Source: an optimization exercise on an open RTL-to-GDS flow (aim: small area). Production flows keep margins and buffers that such runs may drop.
In this exercise RTL edits were held to simulation tests only and were not proved equivalent to the original.

==> inputs of v16 <==
// system_top
module system_top (
    input  wire         clk,
    input  wire         rst,
    input  wire         rx,
    output wire         tx,
    input  wire         miso,
    output wire         sclk,
    output wire         mosi,
    output wire         cs_n,
    output wire         nrst_pd,
    output wire [4:0]   pwm_servos,
    input  wire [4:0]   input_ir,
    output wire [4:0]   led_busy,
    output wire         led1, led2
);
    wire [31:0] UID;
    wire        card_OK;
    wire [1:0]  tick_ph;       
    wire [4:0]  busy_servo;
    wire [4:0]  go;
    wire [19:0] turns;
    assign led_busy = busy_servo;
    assign led2     = |busy_servo;
    rc522 rfid_inst (
        .clk(clk), .rst(rst), .miso(miso), .sclk(sclk), .mosi(mosi), .cs_n(cs_n),
        .nrst_pd(nrst_pd), .UID(UID), .card_OK(card_OK), .tick_ph(tick_ph)
    );
    uart_controller comm_inst (
        .clk(clk), .rst(rst), .rx(rx), .tx(tx), .led1(led1),
        .tick(&tick_ph), .UID(UID), .card_OK(card_OK), .ir_status(input_ir),
        .busy(busy_servo), .go(go), .turns(turns)
    );
    servo_bank servos (
        .clk(clk), .rst(rst), .go(go), .turns(turns),
        .pwm(pwm_servos), .busy(busy_servo)
    );
endmodule
==> module servo_fsm_unit, before the edit <==
module servo_fsm_unit #(parameter ACW = 0) (
    input  wire       clk,
    input  wire       rst,
    input  wire [7:0] counter,
    input  wire       go,
    input  wire [3:0] turns,
    output reg        pwm_out,
    output wire       busy
);
    localparam [6:0] P1 = ACW ? 7'd98 : 7'd20;
    localparam [6:0] P2 = ACW ? 7'd20 : 7'd101;
    localparam [2:0] ST_IDLE  = 3'd0,
                     ST_IDLEB = 3'd1,    
                     ST_START = 3'd2,    
                     ST_PA1   = 3'd3,
                     ST_SW1   = 3'd4,
                     ST_PA2   = 3'd5,
                     ST_SW2   = 3'd6,
                     ST_CHK   = 3'd7;
    reg [2:0] state;
    reg [6:0] pw;
    reg [3:0] zc;
    reg [3:0] rem;
    wire z = (counter == 8'd0);
    assign busy = (state != ST_IDLE) && (state != ST_START);
    wire sw1_end = ACW ? (pw <= 7'd20) : (pw >= 7'd101);
    wire sw2_end = ACW ? (pw >= 7'd98) : (pw <= 7'd20);
    wire [6:0] pw_sw1 = ACW ? pw - 7'd5 : pw + 7'd5;
    wire [6:0] pw_sw2 = ACW ? pw + 7'd5 : pw - 7'd5;
    always @(posedge clk) begin
        if (rst) begin
            state   <= ST_IDLE;
            pw      <= P1;
            pwm_out <= 1'b0;
        end else begin
            pwm_out <= (counter < {1'b0, pw});
            case (state)
                ST_IDLE, ST_IDLEB: begin
                    pw    <= P1;
                    state <= ST_IDLE;
                    if (go) begin
                        state <= ST_START;
                        rem   <= turns;
                    end
                end
                ST_START: begin
                    pw    <= P1;
                    zc    <= 4'd0;
                    state <= ST_PA1;
                end
                ST_PA1: begin
                    pw <= P1;
                    if (z) begin
                        zc <= (zc == 4'd9) ? 4'd0 : zc + 4'd1;
                        if (zc == 4'd9) state <= ST_SW1;
                    end
                end
                ST_SW1: begin
                    if (z) begin
                        if (sw1_end) state <= ST_PA2;
                        else         pw    <= pw_sw1;
                    end
                end
                ST_PA2: begin
                    pw <= P2;
                    if (z) begin
                        zc <= (zc == 4'd9) ? 4'd0 : zc + 4'd1;
                        if (zc == 4'd9) state <= ST_SW2;
                    end
                end
                ST_SW2: begin
                    if (z) begin
                        if (sw2_end) state <= ST_CHK;
                        else         pw    <= pw_sw2;
                    end
                end
                ST_CHK: begin
                    if (rem <= 4'd1) state <= ST_IDLEB;
                    else begin
                        rem   <= rem - 4'd1;
                        state <= ST_PA1;
                    end
                end
            endcase
        end
    end
endmodule
==> module servo_bank, before the edit <==
module servo_bank (
    input  wire        clk,
    input  wire        rst,
    input  wire [4:0]  go,
    input  wire [19:0] turns,
    output wire [4:0]  pwm,
    output wire [4:0]  busy
);
    reg [7:0] counter;    
    always @(posedge clk) begin
        if (rst)                   counter <= 8'd0;
        else if (counter >= 8'd199) counter <= 8'd0;
        else                       counter <= counter + 8'd1;
    end
    genvar i;
    generate
        for (i = 0; i < 5; i = i + 1) begin : servo
            servo_fsm_unit #(.ACW(i == 0)) u (
                .clk(clk), .rst(rst), .counter(counter),
                .go(go[i]), .turns(turns[4*i+3:4*i]),
                .pwm_out(pwm[i]), .busy(busy[i])
            );
        end
    endgenerate
endmodule
Settings: LEC_CHECK=0, CAP_MARGIN=20, CORE_MARGIN=2, CORE_UTILIZATION=40, SLEW_MARGIN=20; clock period 8.0 ns.
run.sh (not shown) runs the stock make flow with config.mk's settings and CLKGATE_MAP_FILE= SYNTH_SCRIPT=/design/flow/synth_recipe.tcl, a recipe that flattens the netlist after the stock synthesis.
==> v15: changes against v16 <==
--- a/flow/design.v
+++ b/flow/design.v
@@ -131,12 +131,15 @@
     reg [31:0] data;        
     reg        system_authorized;
     reg        session_captured;
     reg        disp_active_prev;
     reg [4:0]  dispenser_start;
-    reg [$clog2(LOCKOUT+1)-1:0] lockout_cnt;
-    reg [BLINK_BIT:0] blink_timer;
+    localparam [17:0] LK_LOAD = 18'h00001, LK_TERM = 18'h3324b;
+    reg [17:0] lockout;
+    wire       lockout_done = (lockout == LK_TERM);
+    reg [10:0] blink_lo;
+    reg        blink_hi;
     wire dispensing_active = |busy;
     wire done_evt = disp_active_prev && !dispensing_active;
     wire       s_h   = rx_sym[4];
     wire [3:0] s_x   = rx_sym[3:0];
     wire       s_eol = (rx_sym == 5'd10);
@@ -201,11 +204,11 @@
     end
     assign rx_rd = (state == FETCH);
     assign tx_wr = (state == WAIT_TX);
     always @(*) begin
         next_state = state;
-        if (card_OK && system_authorized && !session_captured && lockout_cnt == 0 && state == IDLE)
+        if (card_OK && system_authorized && !session_captured && lockout_done && state == IDLE)
             next_state = RFID_SEND;
         else if (done_evt && state == IDLE)
             next_state = RESPOND;
         else begin
             case (state)
@@ -244,24 +247,27 @@
             disp_active_prev  <= 1'b0;
             idx               <= 4'd0;
             system_authorized <= 1'b0;
             session_captured  <= 1'b0;
             led1              <= 1'b0;
-            lockout_cnt       <= 0;
-            blink_timer       <= 0;
+            lockout           <= LK_TERM;
+            blink_lo          <= 11'd0;
+            blink_hi          <= 1'b0;
             dispenser_start   <= 5'b00000;
         end else begin
             state            <= next_state;
             disp_active_prev <= dispensing_active;
             if (!system_authorized) begin
-                led1        <= 1'b0;
-                blink_timer <= 0;
+                led1     <= 1'b0;
+                blink_lo <= 11'd0;
+                blink_hi <= 1'b0;
             end else begin
-                blink_timer <= blink_timer + 1'b1;
-                led1        <= session_captured ? 1'b1 : blink_timer[BLINK_BIT];
+                blink_lo <= {blink_lo[9:0], blink_lo[10] ^ blink_lo[8] ^ (blink_lo[9:0] == 10'd0)};
+                if (blink_lo == 11'h400) blink_hi <= !blink_hi;
+                led1     <= session_captured ? 1'b1 : blink_hi;
             end
-            if (lockout_cnt != 0) lockout_cnt <= lockout_cnt - 1'b1;
+            if (!lockout_done) lockout <= {lockout[16:0], lockout[17] ^ lockout[10]};
             case (next_state)
                 PROCESS: begin
                     eol <= s_eol;
                     if (s_prt) begin
                         if (idx != 4'd15) idx <= idx + 4'd1;
@@ -313,11 +319,11 @@
                 RFID_SEND: begin
                     session_captured <= 1'b1;
                     data             <= UID;
                     kind             <= M_PID;
                     idx              <= 4'd0;
-                    lockout_cnt      <= LOCKOUT;
+                    lockout          <= LK_LOAD;
                 end
                 TRANSMIT: begin
                     if (state == WAIT_TX) idx <= idx + 4'd1;
                 end
                 IDLE: begin
@@ -519,84 +525,74 @@
     end
 endmodule
 module servo_fsm_unit #(parameter ACW = 0) (
     input  wire       clk,
     input  wire       rst,
-    input  wire [7:0] counter,
+    input  wire       z,           
+    input  wire [2:0] r,
+    input  wire [5:0] x,           
+    input  wire       lt_p1,       
+    input  wire       lt_p2,       
     input  wire       go,
     input  wire [3:0] turns,
     output reg        pwm_out,
     output wire       busy
 );
-    localparam [6:0] P1 = ACW ? 7'd98 : 7'd20;
-    localparam [6:0] P2 = ACW ? 7'd20 : 7'd101;
     localparam [2:0] ST_IDLE  = 3'd0,
                      ST_IDLEB = 3'd1,    
                      ST_START = 3'd2,    
                      ST_PA1   = 3'd3,
                      ST_SW1   = 3'd4,
                      ST_PA2   = 3'd5,
                      ST_SW2   = 3'd6,
                      ST_CHK   = 3'd7;
+    localparam [4:0] SWK = ACW ? 5'd16 : 5'd17;
     reg [2:0] state;
-    reg [6:0] pw;
-    reg [3:0] zc;
+    reg [4:0] k;
     reg [3:0] rem;
-    wire z = (counter == 8'd0);
     assign busy = (state != ST_IDLE) && (state != ST_START);
-    wire sw1_end = ACW ? (pw <= 7'd20) : (pw >= 7'd101);
-    wire sw2_end = ACW ? (pw >= 7'd98) : (pw <= 7'd20);
-    wire [6:0] pw_sw1 = ACW ? pw - 7'd5 : pw + 7'd5;
-    wire [6:0] pw_sw2 = ACW ? pw + 7'd5 : pw - 7'd5;
+    wire r_ok = (state == ST_SW1) ? (ACW ? (r == 3'd3) : (r == 3'd0))
+                                  : (ACW ? (r == 3'd0) : (r == 3'd1));
+    wire fall = r_ok && (x == {1'b0, k});
+    reg pwm_next;
+    always @(*) begin
+        case (state)
+            ST_SW1, ST_SW2: pwm_next = z || (pwm_out && !fall);
+            ST_PA2:         pwm_next = lt_p2;
+            default:        pwm_next = lt_p1;
+        endcase
+    end
+    wire k0 = (k == 5'd0);
     always @(posedge clk) begin
         if (rst) begin
             state   <= ST_IDLE;
-            pw      <= P1;
             pwm_out <= 1'b0;
         end else begin
-            pwm_out <= (counter < {1'b0, pw});
+            pwm_out <= pwm_next;
             case (state)
                 ST_IDLE, ST_IDLEB: begin
-                    pw    <= P1;
                     state <= ST_IDLE;
                     if (go) begin
                         state <= ST_START;
                         rem   <= turns;
                     end
                 end
                 ST_START: begin
-                    pw    <= P1;
-                    zc    <= 4'd0;
+                    k     <= 5'd9;
                     state <= ST_PA1;
                 end
-                ST_PA1: begin
-                    pw <= P1;
-                    if (z) begin
-                        zc <= (zc == 4'd9) ? 4'd0 : zc + 4'd1;
-                        if (zc == 4'd9) state <= ST_SW1;
-                    end
-                end
-                ST_SW1: begin
-                    if (z) begin
-                        if (sw1_end) state <= ST_PA2;
-                        else         pw    <= pw_sw1;
-                    end
-                end
-                ST_PA2: begin
-                    pw <= P2;
+                ST_PA1, ST_SW1, ST_PA2, ST_SW2: begin
                     if (z) begin
-                        zc <= (zc == 4'd9) ? 4'd0 : zc + 4'd1;
-                        if (zc == 4'd9) state <= ST_SW2;
-                    end
-                end
-                ST_SW2: begin
-                    if (z) begin
-                        if (sw2_end) state <= ST_CHK;
-                        else         pw    <= pw_sw2;
+                        if (k0) begin
+                            state <= state + 3'd1;
+                            k     <= state[0] ? SWK : 5'd9;
+                        end else
+                            k <= k - 5'd1;
                     end
                 end
                 ST_CHK: begin
+                    k <= 5'd9;
                     if (rem <= 4'd1) state <= ST_IDLEB;
                     else begin
                         rem   <= rem - 4'd1;
                         state <= ST_PA1;
                     end
@@ -611,21 +607,36 @@
     input  wire [4:0]  go,
     input  wire [19:0] turns,
     output wire [4:0]  pwm,
     output wire [4:0]  busy
 );
-    reg [7:0] counter;    
+    reg [5:0] q;
+    reg [2:0] r;
     always @(posedge clk) begin
-        if (rst)                   counter <= 8'd0;
-        else if (counter >= 8'd199) counter <= 8'd0;
-        else                       counter <= counter + 8'd1;
-    end
+        if (rst) begin
+            q <= 6'd0;
+            r <= 3'd0;
+        end else if (r == 3'd4) begin
+            r <= 3'd0;
+            q <= (q == 6'd39) ? 6'd0 : q + 6'd1;
+        end else
+            r <= r + 3'd1;
+    end
+    wire z     = (q == 6'd0) && (r == 3'd0);
+    wire lt20  = (q < 6'd4);                                    
+    wire lt101 = (q < 6'd20) || (q == 6'd20 && r == 3'd0);      
+    wire lt98  = (q < 6'd19) || (q == 6'd19 && r < 3'd3);       
+    wire [5:0] x_cw  = r[0] ? q - 6'd3 : 6'd21 - q;
+    wire [5:0] x_acw = r[0] ? q - 6'd3 : 6'd20 - q;
     genvar i;
     generate
         for (i = 0; i < 5; i = i + 1) begin : servo
             servo_fsm_unit #(.ACW(i == 0)) u (
-                .clk(clk), .rst(rst), .counter(counter),
+                .clk(clk), .rst(rst), .z(z), .r(r),
+                .x(i == 0 ? x_acw : x_cw),
+                .lt_p1(i == 0 ? lt98 : lt20),
+                .lt_p2(i == 0 ? lt20 : lt101),
                 .go(go[i]), .turns(turns[4*i+3:4*i]),
                 .pwm_out(pwm[i]), .busy(busy[i])
             );
         end
     endgenerate
==> v5: changes against v16 <==
--- a/flow/design.v
+++ b/flow/design.v
@@ -519,81 +519,74 @@
     end
 endmodule
 module servo_fsm_unit #(parameter ACW = 0) (
     input  wire       clk,
     input  wire       rst,
-    input  wire [7:0] counter,
+    input  wire       z,           
+    input  wire [5:0] q,
+    input  wire       lt_p1,       
+    input  wire       lt_p2,       
+    input  wire [6:0] dn,          
     input  wire       go,
     input  wire [3:0] turns,
     output reg        pwm_out,
     output wire       busy
 );
-    localparam [6:0] P1 = ACW ? 7'd98 : 7'd20;
-    localparam [6:0] P2 = ACW ? 7'd20 : 7'd101;
     localparam [2:0] ST_IDLE  = 3'd0,
                      ST_IDLEB = 3'd1,    
                      ST_START = 3'd2,    
                      ST_PA1   = 3'd3,
                      ST_SW1   = 3'd4,
                      ST_PA2   = 3'd5,
                      ST_SW2   = 3'd6,
                      ST_CHK   = 3'd7;
+    localparam [4:0] SW_LAST = ACW ? 5'd16 : 5'd17;
     reg [2:0] state;
-    reg [6:0] pw;
-    reg [3:0] zc;
+    reg [4:0] k;
     reg [3:0] rem;
-    wire z = (counter == 8'd0);
     assign busy = (state != ST_IDLE) && (state != ST_START);
-    wire sw1_end = ACW ? (pw <= 7'd20) : (pw >= 7'd101);
-    wire sw2_end = ACW ? (pw >= 7'd98) : (pw <= 7'd20);
-    wire [6:0] pw_sw1 = ACW ? pw - 7'd5 : pw + 7'd5;
-    wire [6:0] pw_sw2 = ACW ? pw + 7'd5 : pw - 7'd5;
+    wire up_lt = ({1'b0, q} < {2'b00, k} + 7'd4);           
+    wire dn_lt = !dn[6] && ({2'b00, k} <= dn);               
+    reg pwm_next;
+    always @(*) begin
+        case (state)
+            ST_SW1:  pwm_next = ACW ? dn_lt : up_lt;
+            ST_SW2:  pwm_next = ACW ? up_lt : dn_lt;
+            ST_PA2:  pwm_next = lt_p2;
+            default: pwm_next = lt_p1;
+        endcase
+    end
+    wire pa_last = (k == 5'd9);
+    wire sw_last = (k == SW_LAST);
     always @(posedge clk) begin
         if (rst) begin
             state   <= ST_IDLE;
-            pw      <= P1;
             pwm_out <= 1'b0;
         end else begin
-            pwm_out <= (counter < {1'b0, pw});
+            pwm_out <= pwm_next;
             case (state)
                 ST_IDLE, ST_IDLEB: begin
-                    pw    <= P1;
                     state <= ST_IDLE;
                     if (go) begin
                         state <= ST_START;
                         rem   <= turns;
                     end
                 end
                 ST_START: begin
-                    pw    <= P1;
-                    zc    <= 4'd0;
+                    k     <= 5'd0;
                     state <= ST_PA1;
                 end
-                ST_PA1: begin
-                    pw <= P1;
-                    if (z) begin
-                        zc <= (zc == 4'd9) ? 4'd0 : zc + 4'd1;
-                        if (zc == 4'd9) state <= ST_SW1;
-                    end
-                end
-                ST_SW1: begin
+                ST_PA1, ST_PA2: begin
                     if (z) begin
-                        if (sw1_end) state <= ST_PA2;
-                        else         pw    <= pw_sw1;
+                        k <= pa_last ? 5'd0 : k + 5'd1;
+                        if (pa_last) state <= state + 3'd1;
                     end
                 end
-                ST_PA2: begin
-                    pw <= P2;
+                ST_SW1, ST_SW2: begin
                     if (z) begin
-                        zc <= (zc == 4'd9) ? 4'd0 : zc + 4'd1;
-                        if (zc == 4'd9) state <= ST_SW2;
-                    end
-                end
-                ST_SW2: begin
-                    if (z) begin
-                        if (sw2_end) state <= ST_CHK;
-                        else         pw    <= pw_sw2;
+                        k <= sw_last ? 5'd0 : k + 5'd1;
+                        if (sw_last) state <= state + 3'd1;
                     end
                 end
                 ST_CHK: begin
                     if (rem <= 4'd1) state <= ST_IDLEB;
                     else begin
@@ -611,21 +604,36 @@
     input  wire [4:0]  go,
     input  wire [19:0] turns,
     output wire [4:0]  pwm,
     output wire [4:0]  busy
 );
-    reg [7:0] counter;    
+    reg [5:0] q;
+    reg [2:0] r;
     always @(posedge clk) begin
-        if (rst)                   counter <= 8'd0;
-        else if (counter >= 8'd199) counter <= 8'd0;
-        else                       counter <= counter + 8'd1;
+        if (rst) begin
+            q <= 6'd0;
+            r <= 3'd0;
+        end else if (r == 3'd4) begin
+            r <= 3'd0;
+            q <= (q == 6'd39) ? 6'd0 : q + 6'd1;
+        end else
+            r <= r + 3'd1;
     end
+    wire z     = (q == 6'd0) && (r == 3'd0);
+    wire lt20  = (q < 6'd4);                                    
+    wire lt101 = (q < 6'd20) || (q == 6'd20 && r == 3'd0);      
+    wire lt98  = (q < 6'd19) || (q == 6'd19 && r < 3'd3);       
+    wire [6:0] dn_cw  = 7'd20 - {1'b0, q} - {6'd0, r != 3'd0};
+    wire [6:0] dn_acw = 7'd19 - {1'b0, q} - {6'd0, r >= 3'd3};
     genvar i;
     generate
         for (i = 0; i < 5; i = i + 1) begin : servo
             servo_fsm_unit #(.ACW(i == 0)) u (
-                .clk(clk), .rst(rst), .counter(counter),
+                .clk(clk), .rst(rst), .z(z), .q(q),
+                .lt_p1(i == 0 ? lt98 : lt20),
+                .lt_p2(i == 0 ? lt20 : lt101),
+                .dn(i == 0 ? dn_acw : dn_cw),
                 .go(go[i]), .turns(turns[4*i+3:4*i]),
                 .pwm_out(pwm[i]), .busy(busy[i])
             );
         end
     endgenerate
==> run notes <==
v16 passed the timing, DRC and antenna checks. v15 completed without violations. v5 finished clean.
Maximum frequency, lowest first: v15, v16, v5.
Wire length: v16 > v5 > v15.
The highest worst setup slack belongs to v5, the lowest to v15.
Of v15 and v5, v5 has the higher register-to-register slack (gap 780 ps).
Of v16 and v15, v16 has the higher non-clock buffer count (gap 4).
The highest synthesized area belongs to v16, the lowest to v15.
First-iteration DRC count, lowest first: v16, v15, v5.
The lowest cell count belongs to v15, the highest to v16.
Hold slack: v15 > v16 > v5.

what the ideal ports hide:
The flow's constraints put no driver on any port. The routed layouts listed below were extracted and timed again, unchanged, in two steps.
Step 1 sets driving cells, clkbuf_16 on the clock port and buf_2 on the other inputs (assumed; they add their load-dependent delay and slew).
Step 2 times the ports against the registers' clock, not the clock port: input delays grow and output delays shrink by t, the midpoint of the rising clock arrivals with the driver on.
Slacks: ideal / step 1 / step 2; pairs: ideal / step 1.
run	t, ns	setup WS [ns]	worst setup path at the end	slew at the worst register clock pin (ns)
v16	0.663	2.594 / 2.594 / 2.594	register to register	0.07 / 0.07
v15	0.659	2.540 / 2.540 / 2.540	register to register	0.06 / 0.06
v5	0.647	3.315 / 3.315 / 3.315	register to register	0.07 / 0.07
After both steps setup and hold are still met in every run listed.
